From an optimization exercise on the open Yosys and OpenROAD flow, aimed at small area, a short achievable clock period and few clock cycles per item; shortcuts taken in it are not production practice.
Where RTL was checked, it was by simulation tests only, not by an equivalence proof against the original.
No driver is modelled on the clock port, so clock power and skew are understated where the tree is cut down; a real chip needs a root buffer or a tree.
Power and IR drop assume default switching activity.

## juniper
==> flow/design.v <==
`timescale 1ns / 1ps
`default_nettype none
module reorder(
    input  wire clk,
    input  wire rst,
    output wire  [9:0] granule_ch0_read_addr,
    input  wire [17:0] granule_ch0_read_data,
    output wire        granule_ch0_write_enable,
    output wire  [9:0] granule_ch0_write_addr,
    output wire [17:0] granule_ch0_write_data,
    output wire  [9:0] granule_ch1_read_addr,
    input  wire [17:0] granule_ch1_read_data,
    output wire        granule_ch1_write_enable,
    output wire  [9:0] granule_ch1_write_addr,
    output wire [17:0] granule_ch1_write_data,
    input  wire  [1:0] header_sampling_frequency,
    input  wire  [1:0] sideinfo_ch0_block_type,
    input  wire        sideinfo_ch0_window_switching_flag,
    input  wire        sideinfo_ch0_mixed_block_flag,
    input  wire  [1:0] sideinfo_ch1_block_type,
    input  wire        sideinfo_ch1_window_switching_flag,
    input  wire        sideinfo_ch1_mixed_block_flag,
    input  wire        stage_ready,
    output wire        stage_done
    );
	reg [9:0] idx;       
	reg [9:0] src;       
	reg [1:0] win;       
	reg [3:0] band;      
	reg [5:0] hm1;       
	reg       go;        
	reg       act;       
	reg       busy;      
	reg       done;
	reg [9:0] waddr;     
	reg       perm0, perm1;    
	wire [6:0] wm1  = {hm1, 1'b1};
	wire       win2 = win[1];
	wire       band_end = win2 & (src[7:1] == idx[7:1]);
	wire [9:0] step = win2 ? {2'b11, ~wm1, 1'b1} : {3'd0, wm1};
	wire [9:0] idx_inc;
	wire [9:0] src_sum;
	prefix_add10 inc_i (.a(idx), .b(10'd0), .ci(1'b1), .s(idx_inc));
	prefix_add10 add_s (.a(src), .b(step), .ci(~win2), .s(src_sum));
	reg [5:0] next_hm1;
	always @(*) begin
		case ({header_sampling_frequency[1], header_sampling_frequency[1] ? 1'b0 : header_sampling_frequency[0], band})
			{2'd0, 4'd0}: next_hm1 = 6'd1;
			{2'd0, 4'd1}: next_hm1 = 6'd1;
			{2'd0, 4'd2}: next_hm1 = 6'd1;
			{2'd0, 4'd3}: next_hm1 = 6'd2;
			{2'd0, 4'd4}: next_hm1 = 6'd3;
			{2'd0, 4'd5}: next_hm1 = 6'd4;
			{2'd0, 4'd6}: next_hm1 = 6'd5;
			{2'd0, 4'd7}: next_hm1 = 6'd6;
			{2'd0, 4'd8}: next_hm1 = 6'd8;
			{2'd0, 4'd9}: next_hm1 = 6'd10;
			{2'd0, 4'd10}: next_hm1 = 6'd14;
			{2'd0, 4'd11}: next_hm1 = 6'd27;
			{2'd1, 4'd0}: next_hm1 = 6'd1;
			{2'd1, 4'd1}: next_hm1 = 6'd1;
			{2'd1, 4'd2}: next_hm1 = 6'd1;
			{2'd1, 4'd3}: next_hm1 = 6'd2;
			{2'd1, 4'd4}: next_hm1 = 6'd2;
			{2'd1, 4'd5}: next_hm1 = 6'd4;
			{2'd1, 4'd6}: next_hm1 = 6'd5;
			{2'd1, 4'd7}: next_hm1 = 6'd6;
			{2'd1, 4'd8}: next_hm1 = 6'd7;
			{2'd1, 4'd9}: next_hm1 = 6'd9;
			{2'd1, 4'd10}: next_hm1 = 6'd12;
			{2'd1, 4'd11}: next_hm1 = 6'd32;
			{2'd2, 4'd0}: next_hm1 = 6'd1;
			{2'd2, 4'd1}: next_hm1 = 6'd1;
			{2'd2, 4'd2}: next_hm1 = 6'd1;
			{2'd2, 4'd3}: next_hm1 = 6'd2;
			{2'd2, 4'd4}: next_hm1 = 6'd3;
			{2'd2, 4'd5}: next_hm1 = 6'd5;
			{2'd2, 4'd6}: next_hm1 = 6'd7;
			{2'd2, 4'd7}: next_hm1 = 6'd9;
			{2'd2, 4'd8}: next_hm1 = 6'd12;
			{2'd2, 4'd9}: next_hm1 = 6'd16;
			{2'd2, 4'd10}: next_hm1 = 6'd20;
			{2'd2, 4'd11}: next_hm1 = 6'd5;
			default: next_hm1 = 6'd1;
		endcase
	end
	wire [9:0] src_next  = band_end ? idx_inc : src_sum;
	wire [3:0] band_next = band + {3'd0, band_end};
	wire short0 = sideinfo_ch0_window_switching_flag & (sideinfo_ch0_block_type == 2'd2);
	wire short1 = sideinfo_ch1_window_switching_flag & (sideinfo_ch1_block_type == 2'd2);
	wire ge3 = (band >= 4'd3);
	always @(posedge clk) begin
		waddr <= idx;
		go    <= ~rst & (stage_ready | (go & (waddr != 10'd573)));
		act   <= ~rst & (stage_ready | go);
		busy  <= ~rst & (stage_ready | act);
		done  <= ~rst & act & ~go;
		perm0 <= short0 & (~sideinfo_ch0_mixed_block_flag | ge3);
		perm1 <= short1 & (~sideinfo_ch1_mixed_block_flag | ge3);
		if (go) begin
			idx   <= idx_inc;
			src   <= src_next;
			win   <= win2 ? 2'd0 : win + 2'd1;
			band  <= band_next;
			if (band_end)
				hm1 <= next_hm1;
		end else begin
			idx   <= {9'd0, stage_ready};
			src   <= {7'd0, stage_ready, 2'd0};
			win   <= {1'b0, stage_ready};
			band  <= 4'd0;
			hm1   <= 6'd1;
		end
	end
	assign granule_ch0_read_addr = perm0 ? src : idx;
	assign granule_ch1_read_addr = perm1 ? src : idx;
	assign granule_ch0_write_enable = busy;
	assign granule_ch1_write_enable = busy;
	assign granule_ch0_write_addr = waddr;
	assign granule_ch1_write_addr = waddr;
	assign granule_ch0_write_data = granule_ch0_read_data;
	assign granule_ch1_write_data = granule_ch1_read_data;
	assign stage_done = done;
endmodule
module prefix_add10(
    input  wire [9:0] a,
    input  wire [9:0] b,
    input  wire       ci,
    output wire [9:0] s
    );
	wire [9:0] p = a ^ b;
	wire [9:0] g = a & b;
	reg  [9:0] G, P, Gn, Pn;
	integer i, l;
	always @(*) begin
		G = g;
		P = p;
		G[0] = g[0] | (p[0] & ci);
		for (l = 1; l < 16; l = l * 2) begin
			Gn = G;
			Pn = P;
			for (i = 0; i < 10; i = i + 1)
				if ((i / l) % 2 == 1) begin
					Gn[i] = G[i] | (P[i] & G[(i / l) * l - 1]);
					Pn[i] = P[i] & P[(i / l) * l - 1];
				end
			G = Gn;
			P = Pn;
		end
	end
	assign s = p ^ {G[8:0], ci};
endmodule
Settings: LEC_CHECK=0, ABC_AREA=1, CAP_MARGIN=20, CORE_MARGIN=2, CORE_UTILIZATION=40, PLACE_DENSITY=0.6, SETUP_SLACK_MARGIN=2.1, SLEW_MARGIN=20; clock period 4.0 ns.
standard.sh (not shown) runs the stock make flow with config.mk's settings and CLKGATE_MAP_FILE= SYNTH_SCRIPT=/design/flow/synth_recipe.tcl, a recipe that flattens the netlist after the stock synthesis.
==> flow/flow/run.sh <==
#!/bin/bash
# Standard layout, with four changes: the smallest buffer on the ports,
# an ABC mapping script of its own (flow/abc_area.script),
# adders left to ABC (no full/half-adder cells), and a clock tree of one
# level of clock buffers (flow/cts_one_buffer.tcl) in place of TritonCTS.
set -euo pipefail
rm -rf scripts
cp -r "$FLOW_HOME/scripts" scripts
cp flow/abc_area.script scripts/abc_area.script
python3 - <<'PY'
p = 'scripts/cts.tcl'
s = open(p).read()
old = 'log_cmd clock_tree_synthesis {*}$cts_args'
assert old in s
s = s.replace(old, 'source $::env(ONE_CTS_TCL)')
open(p, 'w').write(s)
PY
export SCRIPTS_DIR="$PWD/scripts"
export ONE_CTS_TCL="$PWD/flow/cts_one_buffer.tcl"
export ONE_CLKPORT=clk
export ONE_CLKBUF=sky130_fd_sc_hd__clkbuf_16
export ONE_CLKGROUPS=2
export BUFFER_PORTS_ARGS="-buffer_cell sky130_fd_sc_hd__buf_1"
export ADDER_MAP_FILE=
bash standard.sh > standard.log 2>&1
Other scripts of this flow, unchanged in this note and not shown: flow/flow/abc_area.script, flow/flow/cts_one_buffer.tcl
> inputs changed (juniper -> yarrow)
--- a/flow/design.v
+++ b/flow/design.v
@@ -31,12 +31,13 @@
 	reg       go;        
 	reg       act;       
 	reg       busy;      
 	reg       done;
 	reg [9:0] waddr;     
 	reg       perm0, perm1;    
+	reg       seq0, seq1;      
 	wire [6:0] wm1  = {hm1, 1'b1};
 	wire       win2 = win[1];
 	wire       band_end = win2 & (src[7:1] == idx[7:1]);
 	wire [9:0] step = win2 ? {2'b11, ~wm1, 1'b1} : {3'd0, wm1};
 	wire [9:0] idx_inc;
 	wire [9:0] src_sum;
@@ -86,20 +87,24 @@
 	end
 	wire [9:0] src_next  = band_end ? idx_inc : src_sum;
 	wire [3:0] band_next = band + {3'd0, band_end};
 	wire short0 = sideinfo_ch0_window_switching_flag & (sideinfo_ch0_block_type == 2'd2);
 	wire short1 = sideinfo_ch1_window_switching_flag & (sideinfo_ch1_block_type == 2'd2);
 	wire ge3 = (band >= 4'd3);
+	wire use0 = short0 & (~sideinfo_ch0_mixed_block_flag | ge3);
+	wire use1 = short1 & (~sideinfo_ch1_mixed_block_flag | ge3);
 	always @(posedge clk) begin
 		waddr <= idx;
-		go    <= ~rst & (stage_ready | (go & (waddr != 10'd573)));
+		go    <= ~rst & (stage_ready | (go & (idx != 10'd574)));
 		act   <= ~rst & (stage_ready | go);
 		busy  <= ~rst & (stage_ready | act);
 		done  <= ~rst & act & ~go;
-		perm0 <= short0 & (~sideinfo_ch0_mixed_block_flag | ge3);
-		perm1 <= short1 & (~sideinfo_ch1_mixed_block_flag | ge3);
+		perm0 <= use0;
+		perm1 <= use1;
+		seq0  <= ~use0;
+		seq1  <= ~use1;
 		if (go) begin
 			idx   <= idx_inc;
 			src   <= src_next;
 			win   <= win2 ? 2'd0 : win + 2'd1;
 			band  <= band_next;
 			if (band_end)
@@ -109,14 +114,14 @@
 			src   <= {7'd0, stage_ready, 2'd0};
 			win   <= {1'b0, stage_ready};
 			band  <= 4'd0;
 			hm1   <= 6'd1;
 		end
 	end
-	assign granule_ch0_read_addr = perm0 ? src : idx;
-	assign granule_ch1_read_addr = perm1 ? src : idx;
+	assign granule_ch0_read_addr = (src & {10{perm0}}) | (idx & {10{seq0}});
+	assign granule_ch1_read_addr = (src & {10{perm1}}) | (idx & {10{seq1}});
 	assign granule_ch0_write_enable = busy;
 	assign granule_ch1_write_enable = busy;
 	assign granule_ch0_write_addr = waddr;
 	assign granule_ch1_write_addr = waddr;
 	assign granule_ch0_write_data = granule_ch0_read_data;
 	assign granule_ch1_write_data = granule_ch1_read_data;
==> run notes <==
| area after synthesis | yarrow vs juniper | worse |. Comparing proportion of power drawn by the clock network for yarrow and juniper, the bigger number came from juniper. Taking juniper over yarrow, the HPWL after detailed placement ratio works out to 0.945. Re share of total power consumed by net switching: yarrow and juniper aren't equal, and the higher value belongs to yarrow. juniper has a higher worst setup slack than yarrow. Compare yarrow and juniper | power consumed by combinational cells higher: yarrow. Comparing cell area after layout for yarrow and juniper, the bigger number came from yarrow. Number of distinct library cells after synthesis (juniper / yarrow): 0.944. yarrow vs juniper — post-layout minimum cycle time rose 0.023 ns.
No run of this note included a check of the RTL's function; only the layout flow was run. In every run of this note, the design's own scripts or RTL, not TritonCTS, make the clock network.

RTL: the design.v shown in full above, as it stands there.
Settings: LEC_CHECK=0, ABC_AREA=1, CAP_MARGIN=20, CORE_MARGIN=2, CORE_UTILIZATION=60, PLACE_DENSITY=0.8, SETUP_SLACK_MARGIN=2.1, SLEW_MARGIN=20; clock period 4.0 ns.
==> flow/flow/abc_area.script <==
strash
dch
dch
map -B 0.9
topo
stime -c
buffer -c
upsize -c
dnsize -c
==> flow/flow/cts_one_buffer.tcl <==
# Clock tree of one level: the clock port drives ONE_CLKGROUPS (1, 2 or 4)
# clock buffers, each placed at the centre of its group of flip-flops (the
# flip-flops split at the median x, then at the median y).
set cts_block [ord::get_db_block]
set cts_dbu [$cts_block getDbUnitsPerMicron]
set cts_net [[$cts_block findBTerm $::env(ONE_CLKPORT)] getNet]
set cts_netname [$cts_net getName]
set cts_sinks {}
foreach it [$cts_net getITerms] {
  set bb [[$it getInst] getBBox]
  lappend cts_sinks [list [expr {([$bb xMin] + [$bb xMax]) / 2.0 / $cts_dbu}] \
    [expr {([$bb yMin] + [$bb yMax]) / 2.0 / $cts_dbu}] \
    "[[$it getInst] getName]/[[$it getMTerm] getName]"]
}
proc cts_split {sinks idx} {
  set s [lsort -real -index $idx $sinks]
  set h [expr {[llength $s] / 2}]
  return [list [lrange $s 0 [expr {$h - 1}]] [lrange $s $h end]]
}
set cts_groups [list $cts_sinks]
if {$::env(ONE_CLKGROUPS) >= 2} { set cts_groups [cts_split $cts_sinks 0] }
if {$::env(ONE_CLKGROUPS) >= 4} {
  set g {}
  foreach grp $cts_groups { lappend g {*}[cts_split $grp 1] }
  set cts_groups $g
}
set cts_i 0
foreach grp $cts_groups {
  set x 0.0
  set y 0.0
  set pins {}
  foreach s $grp {
    set x [expr {$x + [lindex $s 0]}]
    set y [expr {$y + [lindex $s 1]}]
    lappend pins [get_pins [lindex $s 2]]
  }
  set x [expr {$x / [llength $grp]}]
  set y [expr {$y / [llength $grp]}]
  set buf [sta::sta_to_db_inst [insert_buffer -buffer_cell $::env(ONE_CLKBUF) \
    -net $cts_netname -load_pins $pins -location [list $x $y] \
    -buffer_name clkbuf_one_$cts_i -net_name clknet_one_$cts_i]]
  foreach it [$buf getITerms] {
    if {[$it isOutputSignal]} {
      [$it getNet] setSigType CLOCK
      puts "cts_one_buffer: [$buf getName] at $x $y drives [llength $grp] sinks on [[$it getNet] getName]"
    }
  }
  incr cts_i
}
set_propagated_clock [all_clocks]
Scripts as last shown in full above: flow/flow/run.sh
Edit:
--- a/flow/design.v
+++ b/flow/design.v
@@ -38,9 +38,9 @@
 	wire       win2 = win[1];
 	wire       band_end = win2 & (src[7:1] == idx[7:1]);
-	wire [9:0] step = win2 ? {2'b11, ~wm1, 1'b1} : {3'd0, wm1};
+	wire [9:0] step = band_end ? 10'd0 : win2 ? {2'b11, ~wm1, 1'b1} : {3'd0, wm1};
 	wire [9:0] idx_inc;
 	wire [9:0] src_sum;
 	prefix_add10 inc_i (.a(idx), .b(10'd0), .ci(1'b1), .s(idx_inc));
-	prefix_add10 add_s (.a(src), .b(step), .ci(~win2), .s(src_sum));
+	prefix_add10 add_s (.a(src), .b(step), .ci(~win2 | band_end), .s(src_sum));
 	reg [5:0] next_hm1;
 	always @(*) begin
@@ -85,5 +85,5 @@
 		endcase
 	end
-	wire [9:0] src_next  = band_end ? idx_inc : src_sum;
+	wire [9:0] src_next  = src_sum;
 	wire [3:0] band_next = band + {3'd0, band_end};
 	wire short0 = sideinfo_ch0_window_switching_flag & (sideinfo_ch0_block_type == 2'd2);
@@ -92,5 +92,5 @@
 	always @(posedge clk) begin
 		waddr <= idx;
-		go    <= ~rst & (stage_ready | (go & (waddr != 10'd573)));
+		go    <= ~rst & (stage_ready | (go & (idx != 10'd574)));
 		act   <= ~rst & (stage_ready | go);
 		busy  <= ~rst & (stage_ready | act);
Setup slack degrades by 0.13 ns. Design area came out higher by roughly a tenth. Routed wire length came out higher by a few percent. Combinational power came out higher by well over a third. Final cell count is about the same. Synthesized area came out lower slightly. First-iteration DRC count came out higher slightly. Power came out higher by a few percent. Clock skew barely changes. Hold slack improves by 0.0086 ns. Synthesized cell count came out lower by a few percent. Global-route usage came out higher by 1.1 points. Fmax came out lower by a few percent.
Function was not checked in any run of this note: the RTL went through the layout flow alone. In every run of this note, the design's own scripts or RTL, not TritonCTS, make the clock network.

Setup of before:
reorder, a different RTL version from the one above (not shown whole).
Size in the first run: roughly 450 cells after synthesis, roughly 47 flip-flops, roughly 3000 sq um of cells after synthesis.
==> flow/design.v (excerpt) <==
module reorder(
    input  wire clk,
    input  wire rst,
    output wire  [9:0] granule_ch0_read_addr,
    input  wire [17:0] granule_ch0_read_data,
    output wire        granule_ch0_write_enable,
    output wire  [9:0] granule_ch0_write_addr,
    output wire [17:0] granule_ch0_write_data,
    output wire  [9:0] granule_ch1_read_addr,
    input  wire [17:0] granule_ch1_read_data,
    output wire        granule_ch1_write_enable,
    output wire  [9:0] granule_ch1_write_addr,
    output wire [17:0] granule_ch1_write_data,
    input  wire  [1:0] header_sampling_frequency,
    input  wire  [1:0] sideinfo_ch0_block_type,
    input  wire        sideinfo_ch0_window_switching_flag,
    input  wire        sideinfo_ch0_mixed_block_flag,
    input  wire  [1:0] sideinfo_ch1_block_type,
    input  wire        sideinfo_ch1_window_switching_flag,
    input  wire        sideinfo_ch1_mixed_block_flag,
    input  wire        stage_ready,
    output wire        stage_done
    );
	reg [9:0] idx;       
	reg [9:0] src;       
	reg [1:0] win;       
	reg [3:0] band;      
	reg [5:0] hm1;       
	reg       act;       
	reg       busy;      
	reg       done;
	reg [9:0] waddr;     
	reg       perm0, perm1;    
	wire [6:0] wm1  = {hm1, 1'b1};
	wire       last = (idx == 10'd575);
	wire       run  = act & ~last;    
	wire       win2 = win[1];
	wire       band_end = win2 & (src == idx);
	wire [9:0] step = win2 ? {2'b11, ~wm1, 1'b1} : {3'd0, wm1};
	wire [9:0] idx_inc;
	wire [9:0] src_sum;
	prefix_add10 inc_i (.a(idx), .b(10'd0), .ci(1'b1), .s(idx_inc));
	prefix_add10 add_s (.a(src), .b(step), .ci(~win2), .s(src_sum));
	reg [5:0] next_hm1;
	always @(*) begin
  ...
==> module reorder, before the edit <==
module reorder(
    input  wire clk,
    input  wire rst,
    output wire  [9:0] granule_ch0_read_addr,
    input  wire [17:0] granule_ch0_read_data,
    output wire        granule_ch0_write_enable,
    output wire  [9:0] granule_ch0_write_addr,
    output wire [17:0] granule_ch0_write_data,
    output wire  [9:0] granule_ch1_read_addr,
    input  wire [17:0] granule_ch1_read_data,
    output wire        granule_ch1_write_enable,
    output wire  [9:0] granule_ch1_write_addr,
    output wire [17:0] granule_ch1_write_data,
    input  wire  [1:0] header_sampling_frequency,
    input  wire  [1:0] sideinfo_ch0_block_type,
    input  wire        sideinfo_ch0_window_switching_flag,
    input  wire        sideinfo_ch0_mixed_block_flag,
    input  wire  [1:0] sideinfo_ch1_block_type,
    input  wire        sideinfo_ch1_window_switching_flag,
    input  wire        sideinfo_ch1_mixed_block_flag,
    input  wire        stage_ready,
    output wire        stage_done
    );
	reg [9:0] idx;       
	reg [9:0] src;       
	reg [1:0] win;       
	reg [3:0] band;      
	reg [5:0] hm1;       
	reg       act;       
	reg       busy;      
	reg       done;
	reg [9:0] waddr;     
	reg       perm0, perm1;    
	wire [6:0] wm1  = {hm1, 1'b1};
	wire       last = (idx == 10'd575);
	wire       run  = act & ~last;    
	wire       win2 = win[1];
	wire       band_end = win2 & (src == idx);
	wire [9:0] step = win2 ? {2'b11, ~wm1, 1'b1} : {3'd0, wm1};
	wire [9:0] idx_inc;
	wire [9:0] src_sum;
	prefix_add10 inc_i (.a(idx), .b(10'd0), .ci(1'b1), .s(idx_inc));
	prefix_add10 add_s (.a(src), .b(step), .ci(~win2), .s(src_sum));
	reg [5:0] next_hm1;
	always @(*) begin
		case ({header_sampling_frequency, band})
			{2'd0, 4'd0}, {2'd0, 4'd1}, {2'd0, 4'd2}: next_hm1 = 6'd1;
			{2'd0, 4'd3}: next_hm1 = 6'd2;
			{2'd0, 4'd4}: next_hm1 = 6'd3;
			{2'd0, 4'd5}: next_hm1 = 6'd4;
			{2'd0, 4'd6}: next_hm1 = 6'd5;
			{2'd0, 4'd7}: next_hm1 = 6'd6;
			{2'd0, 4'd8}: next_hm1 = 6'd8;
			{2'd0, 4'd9}: next_hm1 = 6'd10;
			{2'd0, 4'd10}: next_hm1 = 6'd14;
			{2'd0, 4'd11}: next_hm1 = 6'd27;
			{2'd1, 4'd0}, {2'd1, 4'd1}, {2'd1, 4'd2}: next_hm1 = 6'd1;
			{2'd1, 4'd3}: next_hm1 = 6'd2;
			{2'd1, 4'd4}: next_hm1 = 6'd2;
			{2'd1, 4'd5}: next_hm1 = 6'd4;
			{2'd1, 4'd6}: next_hm1 = 6'd5;
			{2'd1, 4'd7}: next_hm1 = 6'd6;
			{2'd1, 4'd8}: next_hm1 = 6'd7;
			{2'd1, 4'd9}: next_hm1 = 6'd9;
			{2'd1, 4'd10}: next_hm1 = 6'd12;
			{2'd1, 4'd11}: next_hm1 = 6'd32;
			{2'd2, 4'd0}, {2'd2, 4'd1}, {2'd2, 4'd2}: next_hm1 = 6'd1;
			{2'd2, 4'd3}: next_hm1 = 6'd2;
			{2'd2, 4'd4}: next_hm1 = 6'd3;
			{2'd2, 4'd5}: next_hm1 = 6'd5;
			{2'd2, 4'd6}: next_hm1 = 6'd7;
			{2'd2, 4'd7}: next_hm1 = 6'd9;
			{2'd2, 4'd8}: next_hm1 = 6'd12;
			{2'd2, 4'd9}: next_hm1 = 6'd16;
			{2'd2, 4'd10}: next_hm1 = 6'd20;
			{2'd2, 4'd11}: next_hm1 = 6'd5;
			default: next_hm1 = 6'd1;
		endcase
	end
	wire [9:0] src_next  = band_end ? idx_inc : src_sum;
	wire [3:0] band_next = band + {3'd0, band_end};
	wire short0 = sideinfo_ch0_window_switching_flag & (sideinfo_ch0_block_type == 2'd2);
	wire short1 = sideinfo_ch1_window_switching_flag & (sideinfo_ch1_block_type == 2'd2);
	wire ge3 = run & (band_next >= 4'd3);
	always @(posedge clk) begin
		waddr <= idx;
		act   <= ~rst & (stage_ready | run);
		busy  <= ~rst & (stage_ready | act);
		done  <= ~rst & act & last;
		perm0 <= short0 & (~sideinfo_ch0_mixed_block_flag | ge3);
		perm1 <= short1 & (~sideinfo_ch1_mixed_block_flag | ge3);
		if (run) begin
			idx   <= idx_inc;
			src   <= src_next;
			win   <= win2 ? 2'd0 : win + 2'd1;
			band  <= band_next;
			if (band_end)
				hm1 <= next_hm1;
		end else begin
			idx   <= {9'd0, stage_ready};
			src   <= {7'd0, stage_ready, 2'd0};
			win   <= {1'b0, stage_ready};
			band  <= 4'd0;
			hm1   <= 6'd1;
		end
	end
	assign granule_ch0_read_addr = perm0 ? src : idx;
	assign granule_ch1_read_addr = perm1 ? src : idx;
	assign granule_ch0_write_enable = busy;
	assign granule_ch1_write_enable = busy;
	assign granule_ch0_write_addr = waddr;
	assign granule_ch1_write_addr = waddr;
	assign granule_ch0_write_data = granule_ch0_read_data;
	assign granule_ch1_write_data = granule_ch1_read_data;
	assign stage_done = done;
endmodule
export LEC_CHECK = 0
export ABC_AREA = 1
export CAP_MARGIN = 20
export CORE_MARGIN = 2
export CORE_UTILIZATION = 40
export PLACE_DENSITY = 0.6
export SETUP_SLACK_MARGIN = 1.8
export SLEW_MARGIN = 20
create_clock -name core_clock -period 4.0 [get_ports {clk}]
==> flow/flow/run.sh <==
#!/bin/bash
# Standard layout, with two changes: the smallest buffer on the ports,
# and adders left to ABC (no full/half-adder cells) for faster carries.
set -euo pipefail
export BUFFER_PORTS_ARGS="-buffer_cell sky130_fd_sc_hd__buf_1"
export ADDER_MAP_FILE=
bash standard.sh > standard.log 2>&1
Testbench counts of before, summed over its fixed seeds: cycles 73,728, granules 128.
Modified inputs, after compared to before
==> flow/design.v, changed modules only <==
module reorder(
    input  wire clk,
    input  wire rst,
    output wire  [9:0] granule_ch0_read_addr,
    input  wire [17:0] granule_ch0_read_data,
    output wire        granule_ch0_write_enable,
    output wire  [9:0] granule_ch0_write_addr,
    output wire [17:0] granule_ch0_write_data,
    output wire  [9:0] granule_ch1_read_addr,
    input  wire [17:0] granule_ch1_read_data,
    output wire        granule_ch1_write_enable,
    output wire  [9:0] granule_ch1_write_addr,
    output wire [17:0] granule_ch1_write_data,
    input  wire  [1:0] header_sampling_frequency,
    input  wire  [1:0] sideinfo_ch0_block_type,
    input  wire        sideinfo_ch0_window_switching_flag,
    input  wire        sideinfo_ch0_mixed_block_flag,
    input  wire  [1:0] sideinfo_ch1_block_type,
    input  wire        sideinfo_ch1_window_switching_flag,
    input  wire        sideinfo_ch1_mixed_block_flag,
    input  wire        stage_ready,
    output wire        stage_done
    );
	reg [9:0] idx;       
	reg [9:0] src;       
	reg [1:0] win;       
	reg [3:0] band;      
	reg [5:0] hm1;       
	reg       go;        
	reg       act;       
	reg       busy;      
	reg       done;
	reg [9:0] waddr;     
	reg       perm0, perm1;    
	wire [6:0] wm1  = {hm1, 1'b1};
	wire       win2 = win[1];
	wire       band_end = win2 & (src[7:1] == idx[7:1]);
	wire [9:0] step = win2 ? {2'b11, ~wm1, 1'b1} : {3'd0, wm1};
	wire [9:0] idx_inc;
	wire [9:0] src_sum;
	prefix_add10 inc_i (.a(idx), .b(10'd0), .ci(1'b1), .s(idx_inc));
	prefix_add10 add_s (.a(src), .b(step), .ci(~win2), .s(src_sum));
	reg [5:0] next_hm1;
	always @(*) begin
		case ({header_sampling_frequency, band})
			{2'd0, 4'd0}, {2'd0, 4'd1}, {2'd0, 4'd2}: next_hm1 = 6'd1;
			{2'd0, 4'd3}: next_hm1 = 6'd2;
			{2'd0, 4'd4}: next_hm1 = 6'd3;
			{2'd0, 4'd5}: next_hm1 = 6'd4;
			{2'd0, 4'd6}: next_hm1 = 6'd5;
			{2'd0, 4'd7}: next_hm1 = 6'd6;
			{2'd0, 4'd8}: next_hm1 = 6'd8;
			{2'd0, 4'd9}: next_hm1 = 6'd10;
			{2'd0, 4'd10}: next_hm1 = 6'd14;
			{2'd0, 4'd11}: next_hm1 = 6'd27;
			{2'd1, 4'd0}, {2'd1, 4'd1}, {2'd1, 4'd2}: next_hm1 = 6'd1;
			{2'd1, 4'd3}: next_hm1 = 6'd2;
			{2'd1, 4'd4}: next_hm1 = 6'd2;
			{2'd1, 4'd5}: next_hm1 = 6'd4;
			{2'd1, 4'd6}: next_hm1 = 6'd5;
			{2'd1, 4'd7}: next_hm1 = 6'd6;
			{2'd1, 4'd8}: next_hm1 = 6'd7;
			{2'd1, 4'd9}: next_hm1 = 6'd9;
			{2'd1, 4'd10}: next_hm1 = 6'd12;
			{2'd1, 4'd11}: next_hm1 = 6'd32;
			{2'd2, 4'd0}, {2'd2, 4'd1}, {2'd2, 4'd2}: next_hm1 = 6'd1;
			{2'd2, 4'd3}: next_hm1 = 6'd2;
			{2'd2, 4'd4}: next_hm1 = 6'd3;
			{2'd2, 4'd5}: next_hm1 = 6'd5;
			{2'd2, 4'd6}: next_hm1 = 6'd7;
			{2'd2, 4'd7}: next_hm1 = 6'd9;
			{2'd2, 4'd8}: next_hm1 = 6'd12;
			{2'd2, 4'd9}: next_hm1 = 6'd16;
			{2'd2, 4'd10}: next_hm1 = 6'd20;
			{2'd2, 4'd11}: next_hm1 = 6'd5;
			default: next_hm1 = 6'd1;
		endcase
	end
	wire [9:0] src_next  = band_end ? idx_inc : src_sum;
	wire [3:0] band_next = band + {3'd0, band_end};
	wire short0 = sideinfo_ch0_window_switching_flag & (sideinfo_ch0_block_type == 2'd2);
	wire short1 = sideinfo_ch1_window_switching_flag & (sideinfo_ch1_block_type == 2'd2);
	wire ge3 = go & (band_next >= 4'd3);
	always @(posedge clk) begin
		waddr <= idx;
		go    <= ~rst & (stage_ready | (go & (idx != 10'd574)));
		act   <= ~rst & (stage_ready | go);
		busy  <= ~rst & (stage_ready | act);
		done  <= ~rst & act & ~go;
		perm0 <= short0 & (~sideinfo_ch0_mixed_block_flag | ge3);
		perm1 <= short1 & (~sideinfo_ch1_mixed_block_flag | ge3);
		if (go) begin
			idx   <= idx_inc;
			src   <= src_next;
			win   <= win2 ? 2'd0 : win + 2'd1;
			band  <= band_next;
			if (band_end)
				hm1 <= next_hm1;
		end else begin
			idx   <= {9'd0, stage_ready};
			src   <= {7'd0, stage_ready, 2'd0};
			win   <= {1'b0, stage_ready};
			band  <= 4'd0;
			hm1   <= 6'd1;
		end
	end
	assign granule_ch0_read_addr = perm0 ? src : idx;
	assign granule_ch1_read_addr = perm1 ? src : idx;
	assign granule_ch0_write_enable = busy;
	assign granule_ch1_write_enable = busy;
	assign granule_ch0_write_addr = waddr;
	assign granule_ch1_write_addr = waddr;
	assign granule_ch0_write_data = granule_ch0_read_data;
	assign granule_ch1_write_data = granule_ch1_read_data;
	assign stage_done = done;
endmodule
before → after: least setup slack across all paths after layout rose 0.050 ns; clock-pin transition on the worst setup and hold timing paths about even; number of enable-type register cells in the synthesized netlist about even; wire length reported by the detailed router fell 55 microns.
| fraction of the core area covered by cells at the end of the flow | after vs before | 0.21 points higher |
Relative area of clock buffers and inverters in the final design: after < before
Delta (after minus before): clock-buffer cell count down 1, routed via count decreased by about 1.3% relative to the old numbers.
Testbench counts of after, summed over its fixed seeds: cycles 73,728, granules 128.

-- separate check: timing with driven ports --
The flow's constraints put no driver on any port. The routed layouts listed below were extracted and timed again, unchanged, in two steps.
Step 1 sets driving cells, clkbuf_16 on the clock port and buf_2 on the other inputs (assumed; they add their load-dependent delay and slew).
Step 2 also shifts input and output timing later by t, the mid clock arrival at the registers, as if the neighbouring blocks saw the same clock.
Slacks: ideal / step 1 / step 2; pairs: ideal / step 1.
run | shift t [ns] | setup slack, ns | worst setup path after step 2
juniper | 0.203 | 2.164 / 2.116 / 2.221 | input to register
yarrow | 0.210 | 2.140 / 2.089 / 2.241 | register to register
the first run of note 2 | 0.203 | 2.203 / 2.154 / 2.244 | register to register
the second run of note 2 | 0.202 | 2.074 / 2.049 / 2.039 | input to register
before | 0.326 | 1.951 / 1.920 / 2.096 | register to register
after | 0.332 | 2.002 / 1.973 / 2.091 | register to register
After both steps every run listed still meets setup and hold. For the second run of note 2, which loses most, drivers alone change the setup slack by -0.025 ns; drivers and shift together by -0.035 ns.
